Source: an optimization exercise on an open RTL-to-GDS flow (aim: small area and a short achievable clock period). Production flows keep margins and buffers that such runs may drop.
No activity file was given, so power comes from the tool's default toggle rates.

## the baseline
## mxu_pe
module mxu_pe #(
    parameter Y_INDEX = 0   
) (
    input wire clk,
    input wire rst_n,
    input wire load_phase,
    input wire [7:0] load_weight_target_y,
    input wire [7:0] load_weight,
    input wire [7:0] activation,
    input wire [23:0] partial_sum,
    output reg [23:0] result,
    output reg phase_out,
    output reg [7:0] load_weight_target_y_out,
    output reg [7:0] weight_out,
    output reg [7:0] activation_out_bw
);
  reg ld1, ld2;
  reg [7:0] ty1, ty2;
  reg [7:0] lw1, lw2;
  reg [7:0] act1, act2, act3, act4;
  reg two0_1, one1_1, two1_1;   
  reg one2_2, two2_2, one3_2, two3_2;   
  reg [23:0] ps1;
  reg [23:0] mac2;
  reg mac2_t;
  reg [7:0] w_cur, w_old, w_nx1, w_nx2;
  wire hit2 = ld2 && (ty2 == Y_INDEX);
  wire [12:0] lo1;
  wire t1;
  wire [23:0] x2 = {mac2[23:13], ~mac2[12], mac2[11:0]};
  wire [23:0] sum2;
  mxu_pe_mac_lo mac_lo (
      .w(w_cur),
      .one0(act1[0]),
      .two0(two0_1),
      .neg0(act1[1]),
      .one1(one1_1),
      .two1(two1_1),
      .neg1(act1[3]),
      .ps(ps1[12:0]),
      .lo(lo1),
      .t(t1)
  );
  mxu_pe_mac_hi mac_hi (
      .w(w_old),
      .one2(one2_2),
      .two2(two2_2),
      .neg2(act2[5]),
      .one3(one3_2),
      .two3(two3_2),
      .neg3(act2[7]),
      .x(x2),
      .t(mac2_t),
      .result(sum2)
  );
  always @(posedge clk or negedge rst_n) begin
    if (!rst_n) begin
      ld1 <= 1'b0;
      ty1 <= 8'b0;
      lw1 <= 8'b0;
      ld2 <= 1'b0;
      ty2 <= 8'b0;
      lw2 <= 8'b0;
      phase_out <= 1'b0;
      load_weight_target_y_out <= 8'b0;
      weight_out <= 8'b0;
      act1 <= 8'b0;
      act2 <= 8'b0;
      act3 <= 8'b0;
      act4 <= 8'b0;
      activation_out_bw <= 8'b0;
      two0_1 <= 1'b0;
      one1_1 <= 1'b0;
      two1_1 <= 1'b0;
      one2_2 <= 1'b0;
      two2_2 <= 1'b0;
      one3_2 <= 1'b0;
      two3_2 <= 1'b0;
      ps1 <= 24'b0;
      mac2 <= 24'b0;
      mac2_t <= 1'b0;
      result <= 24'b0;
      w_cur <= 8'b0;
  ...
Settings: LEC_CHECK=0, CAP_MARGIN=20, CORE_MARGIN=2, CORE_UTILIZATION=60, SETUP_SLACK_MARGIN=4.0, SLEW_MARGIN=20, SYNTH_HIERARCHICAL=1; clock period 6.2 ns.
standard.sh (not shown) runs the stock make flow with config.mk's settings and CLKGATE_MAP_FILE= SYNTH_SCRIPT=/design/flow/synth_recipe.tcl, a recipe that flattens the netlist after the stock synthesis.
==> flow/flow/run.sh <==
#!/bin/bash
# Standard ORFS layout with smaller port buffers and a clock tree without dummy loads.
set -euo pipefail
export BUFFER_PORTS_ARGS="-buffer_cell sky130_fd_sc_hd__buf_1"
export CTS_ARGS="-sink_clustering_enable -repair_clock_nets -dont_use_dummy_load -buf_list sky130_fd_sc_hd__clkbuf_8"
bash standard.sh > standard_flow.log 2>&1
The inputs of the candidate differ from those of the baseline as listed below.
Settings: SETUP_SLACK_MARGIN: 4.0 -> 3.0.
### Flow results
- Both conditions hold for the candidate: the flow ran to the end and the final layout passed the timing, DRC and antenna checks.
- In the candidate, signed area change from the synthesized netlist to the final layout is lower than in the baseline.
- The global-route usage of the candidate is lower than that of the baseline.
- | final core utilization | the candidate vs the baseline | 6.6 points lower |
- Looking only at first-pass GRT wire length, and setting everything else aside, the higher value of the baseline and the candidate goes to the baseline.
- The candidate vs. the baseline: number of buffers inserted to repair setup after CTS went down by 30.
- The candidate vs. the baseline: overall routed net length moved down; slew at the pin closest to its max-slew limit rose by 0.15 ns; logic depth of the worst path, buffers included dropped 1.
- Across both runs, leakage component of the power was lower for the candidate than for the baseline.
- The candidate ends up with higher power share of the clock group than the baseline does.
Function was not checked in any run of this note: the RTL went through the layout flow alone.

* * *

Another version of the RTL of mxu_pe (not shown whole).
Size: roughly 660 cells after synthesis, about 8200 um2 of cells after synthesis.
Settings: LEC_CHECK=0, CAP_MARGIN=20, CORE_MARGIN=2, CORE_UTILIZATION=60, SETUP_SLACK_MARGIN=3.6, SLEW_MARGIN=20, SYNTH_HIERARCHICAL=1; clock period 6.2 ns.
==> flow/flow/run.sh <==
#!/bin/bash
# Standard ORFS layout with smaller port buffers, a clock tree without dummy loads, and
# useful skew between the two MAC pipeline stages (flow/skew.tcl, before global routing).
set -euo pipefail
export BUFFER_PORTS_ARGS="-buffer_cell sky130_fd_sc_hd__buf_1"
export CTS_ARGS="-sink_clustering_enable -sink_clustering_size 30 -sink_clustering_max_diameter 80 -repair_clock_nets -dont_use_dummy_load -buf_list {sky130_fd_sc_hd__clkbuf_16}"
bash standard.sh "PRE_GLOBAL_ROUTE_TCL=$PWD/flow/skew.tcl" finish > standard_flow.log 2>&1
==> flow/flow/skew.tcl <==
# Useful skew between the two MAC stages (registers with no path from an input or to an
# output only).  Runs before global routing, after clock tree synthesis.
#  - early: the stage-2 launch registers (w_old, act2 and the stage-2 Booth encodings) are
#    clocked by their own buffer straight from the clock port net, ahead of the tree leaves;
#  - late: the stage-1 adder's capture registers (mac2[12:0], mac2_t) are clocked by a buffer
#    hanging off a tree leaf, behind the other leaves.
# All registers with a path from an input port or to an output port stay on the tree leaves.
set block [ord::get_db_block]
set db [ord::get_db]

proc group_insts {block patterns} {
  set out {}
  foreach inst [$block getInsts] {
    set n [$inst getName]
    foreach p $patterns {
      if {[string match $p $n]} { lappend out $inst; break }
    }
  }
  return $out
}

proc centroid {insts} {
  set sx 0; set sy 0; set k 0
  foreach i $insts {
    set loc [$i getLocation]
    set sx [expr {$sx + [lindex $loc 0]}]
    set sy [expr {$sy + [lindex $loc 1]}]
    incr k
  }
  return [list [expr {$sx / $k}] [expr {$sy / $k}]]
}

proc add_clock_buffer {block db name master_name in_net insts} {
  set master [$db findMaster $master_name]
  set buf [odb::dbInst_create $block $master $name]
  set net [odb::dbNet_create $block "${name}_net"]
  $net setSigType CLOCK
  [$buf findITerm A] connect $in_net
  [$buf findITerm X] connect $net
  foreach i $insts {
    set it [$i findITerm CLK]
    $it disconnect
    $it connect $net
  }
  set c [centroid $insts]
  $buf setLocation [lindex $c 0] [lindex $c 1]
  $buf setPlacementStatus PLACED
  puts "skew: $name drives [llength $insts] registers from [$in_net getName]"
  return $buf
}

set early [group_insts $block {w_old* act2* one2_2* two2_2* one3_2* two3_2*}]
# mac2[23:13] only copy ps1[23:13]; the stage-1 adder results are mac2[12:0] and mac2_t
set late {}
foreach inst [$block getInsts] {
  set n [$inst getName]
  if {[regexp {^mac2\\?\[([0-9]+)\\?\]} $n -> bit] && $bit <= 12} { lappend late $inst }
  if {[string match {mac2_t*} $n]} { lappend late $inst }
}

# the net of the clock port
set clk_net [[$block findBTerm clk] getNet]
# a tree leaf net: the one now clocking the first late register
set leaf_net [[[lindex $late 0] findITerm CLK] getNet]

add_clock_buffer $block $db clkbuf_early sky130_fd_sc_hd__clkbuf_16 $clk_net $early
set late_buf [add_clock_buffer $block $db clkbuf_late sky130_fd_sc_hd__clkbuf_16 $leaf_net $late]
# one more buffer in front of it for extra delay
set pre_master [$db findMaster sky130_fd_sc_hd__clkbuf_2]
set pre [odb::dbInst_create $block $pre_master clkbuf_late_pre]
set pre_net [odb::dbNet_create $block clkbuf_late_pre_net]
$pre_net setSigType CLOCK
set a_it [$late_buf findITerm A]
$a_it disconnect
[$pre findITerm A] connect $leaf_net
[$pre findITerm X] connect $pre_net
$a_it connect $pre_net
set loc [$late_buf getLocation]
$pre setLocation [lindex $loc 0] [lindex $loc 1]
$pre setPlacementStatus PLACED

detailed_placement
check_placement
The starting point finished with timing, DRC and antenna clean.
==> next run, changes <==
--- a/flow/flow/skew.tcl
+++ b/flow/flow/skew.tcl
@@ -79,4 +79,15 @@
 $pre setLocation [lindex $loc 0] [lindex $loc 1]
 $pre setPlacementStatus PLACED
+# and a second one, for more delay
+set pre2 [odb::dbInst_create $block $pre_master clkbuf_late_pre2]
+set pre2_net [odb::dbNet_create $block clkbuf_late_pre2_net]
+$pre2_net setSigType CLOCK
+set pa_it [$pre findITerm A]
+$pa_it disconnect
+[$pre2 findITerm A] connect $leaf_net
+[$pre2 findITerm X] connect $pre2_net
+$pa_it connect $pre2_net
+$pre2 setLocation [lindex $loc 0] [lindex $loc 1]
+$pre2 setPlacementStatus PLACED
 
 detailed_placement
- The new run went through all stages and came out clean
- clock-buffer cell count does not change
- clock skew climbs by 87 ps
- fmax increases by about 0.5%
- wire length fell by about 0.34%
- worst hold slack barely changes
Function was not checked in any run of this note: the RTL went through the layout flow alone.

-- afterwards: timing with drivers on the ports --
The flow's constraints put no driver on any port. The routed layouts listed below were extracted and timed again, unchanged, in two steps. Step 1 assumes that a clkbuf_16 drives the clock port and a buf_2 every other input. Step 2, shift: input delay + t, output delay - t, t = (earliest + latest rising clock arrival at the registers) / 2. This alone moves slack from input paths to output paths. a / b / c = ideal / step 1 / step 2; a / b = the first two.
| run | t (ns) | setup WS [ns] | latest minus earliest clock arrival (ns) | worst slew at a driven data input, ns |
|---|---|---|---|---|
| the baseline | 0.572 | 3.448 / 3.448 / 3.448 | 0.032 / 0.032 | 0.04 |
| the candidate | 0.553 | 3.184 / 3.184 / 3.184 | 0.019 / 0.019 | 0.03 |
| the first run of note 2 | 0.501 | 3.775 / 3.775 / 3.710 | 0.599 / 0.600 | 0.04 |
| the second run of note 2 | 0.544 | 3.787 / 3.787 / 3.668 | 0.686 / 0.685 | 0.04 |
Clock arrivals are far apart in the first run of note 2 and the second run of note 2, so t is only a midpoint there and step 2 fits no single register. The setup slack of the second run of note 2, which loses most, moves by 0.000 ns with the drivers and by -0.119 ns with both steps. Setup slack includes reset recovery checks.
